This design comes from an exercise in tuning for small area, a short achievable clock period and few clock cycles per item on the open sky130 flow, not from production work.
Only simulation tests tie the RTL to the original design; equivalence was not proved.

==> flow/design.v <==
module lzc #(
  parameter int unsigned WIDTH = 2,
  parameter bit          MODE  = 1'b0,   
  parameter int unsigned CNT_WIDTH = (WIDTH > 1) ? $clog2(WIDTH) : 1
) (
  input  logic [WIDTH-1:0]     in_i,
  output logic [CNT_WIDTH-1:0] cnt_o,
  output logic                 empty_o
);
  always_comb begin
    cnt_o = '0;
    if (MODE) begin
      for (int i = 0; i < WIDTH; i++) begin
        if (in_i[i]) cnt_o = CNT_WIDTH'(WIDTH - 1 - i);
      end
    end else begin
      for (int i = WIDTH - 1; i >= 0; i--) begin
        if (in_i[i]) cnt_o = CNT_WIDTH'(i);
      end
    end
  end
  assign empty_o = ~(|in_i);
endmodule
module stream_arbiter #(
  parameter int unsigned DW    = 32,
  parameter int unsigned N_INP = 2
) (
  input  logic                   clk_i,
  input  logic                   rst_ni,
  input  logic [N_INP*DW-1:0]    inp_data_i,
  input  logic [N_INP-1:0]       inp_valid_i,
  output logic [N_INP-1:0]       inp_ready_o,
  output logic [DW-1:0]          oup_data_o,
  output logic                   oup_valid_o,
  input  logic                   oup_ready_i
);
  logic lock_q, lock_d;    
  logic sel_q;             
  logic sel;
  assign sel = lock_q ? sel_q : inp_valid_i[1];
  assign oup_valid_o = inp_valid_i[sel];
  assign oup_data_o  = sel ? inp_data_i[2*DW-1:DW] : inp_data_i[DW-1:0];
  assign inp_ready_o[0] = oup_ready_i & ~sel;
  assign inp_ready_o[1] = oup_ready_i & sel;
  assign lock_d = oup_valid_o & ~oup_ready_i;
  always_ff @(posedge clk_i or negedge rst_ni) begin
    if (!rst_ni) begin
      lock_q <= 1'b0;
      sel_q  <= 1'b0;
    end else begin
      lock_q <= lock_d;
      sel_q  <= sel;
    end
  end
endmodule
module snitch_shared_muldiv #(
  parameter int unsigned IdWidth = 8,
  parameter int unsigned DataWidth = 32
) (
  input  logic                 clk_i,
  input  logic                 rst_ni,
  input  logic [31:0]          acc_qaddr_i,   
  input  logic [IdWidth-1:0]   acc_qid_i,
  input  logic [31:0]          acc_qdata_op_i,   
  input  logic [DataWidth-1:0] acc_qdata_arga_i,
  input  logic [DataWidth-1:0] acc_qdata_argb_i,
  input  logic [DataWidth-1:0] acc_qdata_argc_i,
  input  logic                 acc_qvalid_i,
  output logic                 acc_qready_o,
  output logic [DataWidth-1:0] acc_pdata_o,
  output logic [IdWidth-1:0]   acc_pid_o,
  output logic                 acc_perror_o,
  output logic                 acc_pvalid_o,
  input  logic                 acc_pready_i
);
  logic st_nega_q, st_norm_q, st_shift_q, st_dstep_q, st_mstep_q, st_fix_q, st_done_q;
  logic        ovalid_q;
  logic [31:0] odata_q;
  logic [IdWidth-1:0] oid_q;
  logic        out_free;
  assign out_free = ~ovalid_q | acc_pready_i;
  logic idle;
  assign idle = ~(st_nega_q | st_norm_q | st_shift_q | st_dstep_q | st_mstep_q |
                  st_fix_q | (st_done_q & ~out_free));
  logic [2:0] f3;
  assign f3 = acc_qdata_op_i[14:12];
  logic in_div, in_sdiv, in_negA, in_negB;
  assign in_div  = f3[2];
  assign in_sdiv = f3[2] & ~f3[0];                         
  assign in_negA = in_sdiv & acc_qdata_arga_i[31];
  assign in_negB = in_sdiv & acc_qdata_argb_i[31];
  logic div_q, rem_q, negA_q, negB_q, sa_q, sb_q, outh_q, bzero_q, xtra_q, mext_q;
  logic [IdWidth-1:0] id_q;
  logic [33:0] H_q;    
  logic [31:0] L_q;    
  logic [32:0] M_q;    
  logic [4:0]  cnt_q;  
  logic [4:0]  ksh_q;  
  logic        xsel_h, xsel_l, invx, one0, two0, inv0, cin0, one1, two1, inv1;
  logic        n_xh, n_xl, n_invx, n_one0, n_two0, n_inv0, n_cin0, n_one1, n_two1, n_inv1;
  logic [36:0] xop, y0, y1, csa_s, csa_c, sum;
  logic [36:0] msx;
  assign msx = {{4{M_q[32]}}, M_q};
  assign xop = (({37{xsel_h}} & {{3{H_q[33]}}, H_q}) | ({37{xsel_l}} & {5'b0, L_q})) ^ {37{invx}};
  assign y0  = (({37{one0}} & msx) | ({37{two0}} & {msx[35:0], 1'b0})) ^ {37{inv0}};
  assign y1  = (({37{one1}} & {msx[34:0], 2'b0}) | ({37{two1}} & {msx[33:0], 3'b0})) ^ {37{inv1}};
  assign csa_s = xop ^ y0 ^ y1;
  assign csa_c = {(xop[35:0] & y0[35:0]) | (xop[35:0] & y1[35:0]) | (y0[35:0] & y1[35:0]), inv1};
  assign sum = csa_s + csa_c + {36'b0, cin0};
  logic        xa, xb;
  logic [4:0]  za, zb;
  logic        za_empty, zb_empty;
  assign xa = ~div_q & sa_q & H_q[31];
  assign xb = div_q ? negB_q : (sb_q & L_q[31]);
  lzc #(.WIDTH(32), .MODE(1'b1)) i_lzc_a (.in_i(H_q[31:0] ^ {32{xa}}), .cnt_o(za), .empty_o(za_empty));
  lzc #(.WIDTH(32), .MODE(1'b1)) i_lzc_b (.in_i(L_q ^ {32{xb}}), .cnt_o(zb), .empty_o(zb_empty));
  logic [5:0] za6, zb6;
  assign za6 = za_empty ? 6'd32 : {1'b0, za};
  assign zb6 = zb_empty ? 6'd32 : {1'b0, zb};
  logic [5:0] sdiff;
  logic       bzero;
  assign sdiff = (zb_empty ? 6'd31 : {1'b0, zb}) - za6;
  assign bzero = zb_empty & ~negB_q;
  logic       swap;
  logic [5:0] zmin;
  logic [3:0] nstep;    
  assign swap  = za6 > zb6;
  assign zmin  = swap ? za6 : zb6;
  assign nstep = (zmin < 6'd3) ? 4'd8 : 4'((6'd36 - zmin) >> 2);
  logic [31:0] fhi, flo, fout;
  logic [4:0]  fk;
  assign fk  = ksh_q;
  always_comb begin
    if (st_shift_q) begin             
      fhi = {1'b0, L_q[31:1]};
      flo = {L_q[0], 31'b0};
    end else if (outh_q) begin        
      fhi = {32{H_q[33]}};
      flo = H_q[31:0];
    end else begin                    
      fhi = H_q[31:0];
      flo = L_q;
    end
  end
  logic [47:0] f16;
  logic [39:0] f8;
  logic [35:0] f4;
  logic [33:0] f2;
  assign f16  = fk[4] ? {fhi, flo[31:16]}       : {fhi[15:0], flo};
  assign f8   = fk[3] ? f16[47:8]               : f16[39:0];
  assign f4   = fk[2] ? f8[39:4]                : f8[35:0];
  assign f2   = fk[1] ? f4[35:2]                : f4[33:0];
  assign fout = fk[0] ? f2[32:1]                : f2[31:0];
  logic last_cnt;
  assign last_cnt = (cnt_q == 5'd0);
  logic negq;
  assign negq = negA_q ^ negB_q;
  assign acc_qready_o = idle;
  assign acc_pvalid_o = ovalid_q;
  assign acc_perror_o = 1'b0;
  assign acc_pid_o    = oid_q;
  assign acc_pdata_o  = odata_q;
  logic qbit;
  assign qbit = ~sum[36];
  logic n_nega, n_norm, n_shift, n_dstep, n_mstep, n_fix, n_done;
  logic [4:0] nb;   
  always_comb begin
    n_xh = 1'b0; n_xl = 1'b0; n_invx = 1'b0;
    n_one0 = 1'b0; n_two0 = 1'b0; n_inv0 = 1'b0; n_cin0 = 1'b0;
    n_one1 = 1'b0; n_two1 = 1'b0; n_inv1 = 1'b0;
    if (st_norm_q) nb = {swap ? H_q[3:0] : L_q[3:0], 1'b0};
    else if (last_cnt) nb = {4'b0000, L_q[3]};    
    else nb = L_q[7:3];
    if (n_mstep) begin
      n_xh   = 1'b1;
      n_inv0 = nb[2]; n_cin0 = nb[2];
      n_one0 = nb[1] ^ nb[0];
      n_two0 = (nb[2] & ~nb[1] & ~nb[0]) | (~nb[2] & nb[1] & nb[0]);
      n_inv1 = nb[4];
      n_one1 = nb[3] ^ nb[2];
      n_two1 = (nb[4] & ~nb[3] & ~nb[2]) | (~nb[4] & nb[3] & nb[2]);
    end
    if (n_dstep) begin
      n_xh = 1'b1; n_one0 = 1'b1; n_inv0 = ~negB_q; n_cin0 = ~negB_q;
    end
    if (n_nega) begin
      n_xh = 1'b1; n_invx = 1'b1; n_cin0 = 1'b1;
    end
    if (n_fix) begin
      if (rem_q) begin
        n_xh = 1'b1; n_invx = negA_q; n_cin0 = negA_q;
      end else if (st_norm_q & bzero) begin
        n_inv0 = 1'b1;   
      end else begin
        n_xl = 1'b1; n_invx = 1'b1; n_cin0 = 1'b1;
      end
    end
  end
  always_comb begin
    n_nega = 1'b0; n_norm = 1'b0; n_shift = 1'b0; n_dstep = 1'b0;
    n_mstep = 1'b0; n_fix = 1'b0; n_done = 1'b0;
    if (idle & acc_qvalid_i) begin
      if (in_negA) n_nega = 1'b1;
      else n_norm = 1'b1;
    end
    if (st_nega_q) n_norm = 1'b1;
    if (st_norm_q) begin
      if (!div_q) n_mstep = 1'b1;
      else if (bzero) begin
        if (rem_q ? negA_q : 1'b1) n_fix = 1'b1;
        else n_done = 1'b1;
      end else if (sdiff[5]) begin
        if (rem_q & negA_q) n_fix = 1'b1;
        else n_done = 1'b1;
      end else n_shift = 1'b1;
    end
    if (st_shift_q) n_dstep = 1'b1;
    if (st_dstep_q) begin
      if (!last_cnt) n_dstep = 1'b1;
      else if (rem_q ? negA_q : negq) n_fix = 1'b1;
      else n_done = 1'b1;
    end
    if (st_mstep_q) begin
      if (~xtra_q & (~last_cnt | mext_q)) n_mstep = 1'b1;
      else n_done = 1'b1;
    end
    if (st_fix_q) n_done = 1'b1;
    if (st_done_q & ~out_free) n_done = 1'b1;
  end
  always_ff @(posedge clk_i) begin
    xsel_h <= n_xh; xsel_l <= n_xl; invx <= n_invx;
    one0 <= n_one0; two0 <= n_two0; inv0 <= n_inv0; cin0 <= n_cin0;
    one1 <= n_one1; two1 <= n_two1; inv1 <= n_inv1;
  end
  always_ff @(posedge clk_i or negedge rst_ni) begin
    if (!rst_ni) begin
      st_nega_q <= 1'b0; st_norm_q <= 1'b0; st_shift_q <= 1'b0; st_dstep_q <= 1'b0;
      st_mstep_q <= 1'b0; st_fix_q <= 1'b0; st_done_q <= 1'b0;
      ovalid_q <= 1'b0;
    end else begin
      st_nega_q <= n_nega; st_norm_q <= n_norm; st_shift_q <= n_shift; st_dstep_q <= n_dstep;
      st_mstep_q <= n_mstep; st_fix_q <= n_fix; st_done_q <= n_done;
      if (st_done_q & out_free) ovalid_q <= 1'b1;
      else if (acc_pready_i) ovalid_q <= 1'b0;
    end
  end
  always_ff @(posedge clk_i) begin
    if (st_done_q & out_free) begin
      odata_q <= fout;
      oid_q   <= id_q;
    end
    if (idle) begin
      id_q    <= acc_qid_i;
      div_q   <= in_div;
      rem_q   <= f3[1];
      negA_q  <= in_negA;
      negB_q  <= in_negB;
      sa_q    <= ~f3[1] | ~f3[0];                  
      sb_q    <= ~f3[1];                           
      outh_q  <= in_div ? f3[1] : (f3[1] | f3[0]);   
      H_q     <= {{2{in_negA}}, acc_qdata_arga_i};
      L_q     <= acc_qdata_argb_i;
      M_q     <= {acc_qdata_arga_i[31] & (~f3[1] | ~f3[0]), acc_qdata_arga_i};
    end
    if (st_nega_q) H_q <= sum[33:0];
    if (st_norm_q) begin
      if (div_q) begin
        cnt_q   <= sdiff[4:0];
        ksh_q   <= (bzero | sdiff[5]) ? 5'd0 : ~sdiff[4:0];
        bzero_q <= bzero;
        if (bzero | sdiff[5]) L_q <= '0;
      end else begin
        cnt_q   <= {1'b0, nstep - 4'd1};
        ksh_q   <= {3'(4'd8 - nstep), 2'b00};
        mext_q  <= (zmin == 6'd0);
        xtra_q  <= 1'b0;
        H_q     <= '0;
        if (swap) begin
          L_q <= H_q[31:0];
          M_q <= {L_q[31] & sb_q, L_q};
        end
      end
    end
    if (st_shift_q) begin
      M_q <= {negB_q, fout};
      L_q <= '0;
      ksh_q <= 5'd0;
    end
    if (st_dstep_q) begin
      if (qbit) H_q <= sum[33:0];
      L_q   <= {L_q[30:0], qbit};
      M_q   <= {M_q[32], M_q[32:1]};
      cnt_q <= cnt_q - 5'd1;
    end
    if (st_mstep_q) begin
      if (xtra_q) begin
        H_q <= sum[33:0];
      end else begin
        H_q     <= {sum[36], sum[36:4]};
        L_q     <= {sum[3:0], L_q[31:4]};
        cnt_q   <= cnt_q - 5'd1;
        if (last_cnt) xtra_q <= 1'b1;
      end
    end
    if (st_fix_q) begin
      H_q    <= sum[33:0];
      outh_q <= 1'b1;
    end
  end
endmodule
==> flow/config.mk <==
export PLATFORM = sky130hd
export DESIGN_NAME = snitch_shared_muldiv
export DESIGN_NICKNAME = snitch_shared_muldiv
export VERILOG_FILES = /design/flow/design.v
export SDC_FILE = /design/flow/constraint.sdc
export NUM_CORES = 4
export LEC_CHECK = 0
export ABC_AREA = 1
export CAP_MARGIN = 20
export CORE_MARGIN = 2
export CORE_UTILIZATION = 40
export SETUP_SLACK_MARGIN = 5
export SLEW_MARGIN = 20
==> flow/constraint.sdc <==
create_clock -name core_clock -period 11.0 [get_ports {clk_i}]
set_input_delay 2.2000 -clock core_clock [delete_from_list [all_inputs] [get_ports {clk_i}]]
set_output_delay 2.2000 -clock core_clock [all_outputs]
set_load 0.01 [all_outputs]
run.sh (not shown) runs the stock make flow with config.mk's settings and CLKGATE_MAP_FILE= SYNTH_SCRIPT=/design/flow/synth_recipe.tcl, a recipe that flattens the netlist after the stock synthesis.
Testbench counts at the start, summed over its fixed seeds: cycles 60,134, ops 8,000.
==> next run, changes <==
--- a/flow/design.v
+++ b/flow/design.v
@@ -74,13 +74,8 @@
   input  logic                 acc_pready_i
 );
-  logic st_nega_q, st_norm_q, st_shift_q, st_dstep_q, st_mstep_q, st_fix_q, st_done_q;
-  logic        ovalid_q;
-  logic [31:0] odata_q;
-  logic [IdWidth-1:0] oid_q;
-  logic        out_free;
-  assign out_free = ~ovalid_q | acc_pready_i;
+  logic st_nega_q, st_norm_q, st_shift_q, st_dstep_q, st_mstep_q, st_fix_q, st_resp_q;
   logic idle;
   assign idle = ~(st_nega_q | st_norm_q | st_shift_q | st_dstep_q | st_mstep_q |
-                  st_fix_q | (st_done_q & ~out_free));
+                  st_fix_q | st_resp_q);
   logic [2:0] f3;
   assign f3 = acc_qdata_op_i[14:12];
@@ -157,11 +152,11 @@
   assign negq = negA_q ^ negB_q;
   assign acc_qready_o = idle;
-  assign acc_pvalid_o = ovalid_q;
+  assign acc_pvalid_o = st_resp_q;
   assign acc_perror_o = 1'b0;
-  assign acc_pid_o    = oid_q;
-  assign acc_pdata_o  = odata_q;
+  assign acc_pid_o    = id_q;
+  assign acc_pdata_o  = fout;
   logic qbit;
   assign qbit = ~sum[36];
-  logic n_nega, n_norm, n_shift, n_dstep, n_mstep, n_fix, n_done;
+  logic n_nega, n_norm, n_shift, n_dstep, n_mstep, n_fix, n_resp;
   logic [4:0] nb;   
   always_comb begin
@@ -199,5 +194,5 @@
   always_comb begin
     n_nega = 1'b0; n_norm = 1'b0; n_shift = 1'b0; n_dstep = 1'b0;
-    n_mstep = 1'b0; n_fix = 1'b0; n_done = 1'b0;
+    n_mstep = 1'b0; n_fix = 1'b0; n_resp = 1'b0;
     if (idle & acc_qvalid_i) begin
       if (in_negA) n_nega = 1'b1;
@@ -209,8 +204,8 @@
       else if (bzero) begin
         if (rem_q ? negA_q : 1'b1) n_fix = 1'b1;
-        else n_done = 1'b1;
+        else n_resp = 1'b1;
       end else if (sdiff[5]) begin
         if (rem_q & negA_q) n_fix = 1'b1;
-        else n_done = 1'b1;
+        else n_resp = 1'b1;
       end else n_shift = 1'b1;
     end
@@ -219,12 +214,12 @@
       if (!last_cnt) n_dstep = 1'b1;
       else if (rem_q ? negA_q : negq) n_fix = 1'b1;
-      else n_done = 1'b1;
+      else n_resp = 1'b1;
     end
     if (st_mstep_q) begin
       if (~xtra_q & (~last_cnt | mext_q)) n_mstep = 1'b1;
-      else n_done = 1'b1;
+      else n_resp = 1'b1;
     end
-    if (st_fix_q) n_done = 1'b1;
-    if (st_done_q & ~out_free) n_done = 1'b1;
+    if (st_fix_q) n_resp = 1'b1;
+    if (st_resp_q & ~acc_pready_i) n_resp = 1'b1;
   end
   always_ff @(posedge clk_i) begin
@@ -236,18 +231,11 @@
     if (!rst_ni) begin
       st_nega_q <= 1'b0; st_norm_q <= 1'b0; st_shift_q <= 1'b0; st_dstep_q <= 1'b0;
-      st_mstep_q <= 1'b0; st_fix_q <= 1'b0; st_done_q <= 1'b0;
-      ovalid_q <= 1'b0;
+      st_mstep_q <= 1'b0; st_fix_q <= 1'b0; st_resp_q <= 1'b0;
     end else begin
       st_nega_q <= n_nega; st_norm_q <= n_norm; st_shift_q <= n_shift; st_dstep_q <= n_dstep;
-      st_mstep_q <= n_mstep; st_fix_q <= n_fix; st_done_q <= n_done;
-      if (st_done_q & out_free) ovalid_q <= 1'b1;
-      else if (acc_pready_i) ovalid_q <= 1'b0;
+      st_mstep_q <= n_mstep; st_fix_q <= n_fix; st_resp_q <= n_resp;
     end
   end
   always_ff @(posedge clk_i) begin
-    if (st_done_q & out_free) begin
-      odata_q <= fout;
-      oid_q   <= id_q;
-    end
     if (idle) begin
       id_q    <= acc_qid_i;
@@ -304,6 +292,6 @@
     end
     if (st_fix_q) begin
-      H_q    <= sum[33:0];
-      outh_q <= 1'b1;
+      if (rem_q) H_q <= sum[33:0];
+      else L_q <= sum[31:0];
     end
   end
Result: Fmax is lower by 1.8%; non-clock buffer count is higher by 32; area after synthesis is lower by 6.1%; worst hold slack improved by 85 ps; final area is lower by about 3.3%; worst setup slack got worse by 100 ps; first-iteration DRC count is lower by 19%.
Testbench counts after the change, summed over its fixed seeds: cycles 68,118, ops 8,000.

static timing again, ports no longer ideal:
No port has a modelled driver above. Below, the same layouts with a new extraction and two added sets of constraints.
Step 1 assumes that a clkbuf_16 drives the clock port and a buf_2 every other input.
Step 2 moves the port delays by t, midway between the first and last clock arrival at a register: inputs arrive t later, outputs are due t later. That takes back most of the time a late clock gives input paths.
Three values: no drivers, after step 1, after step 2; two values: the first two.
run	t, ns	setup WS [ns]	hold slack, ns	latest minus earliest clock arrival (ns)	pins driven straight from the clock port
the first run	0.559	5.171 / 5.147 / 5.147	0.424 / 0.424 / 0.424	0.020 / 0.020	1
the second run	0.528	5.067 / 5.010 / 5.071	0.510 / 0.510 / 0.510	0.015 / 0.016	1
After both steps every run listed still meets setup and hold. For the first run, which loses most, drivers alone change the setup slack by -0.024 ns; drivers and shift together by -0.024 ns.
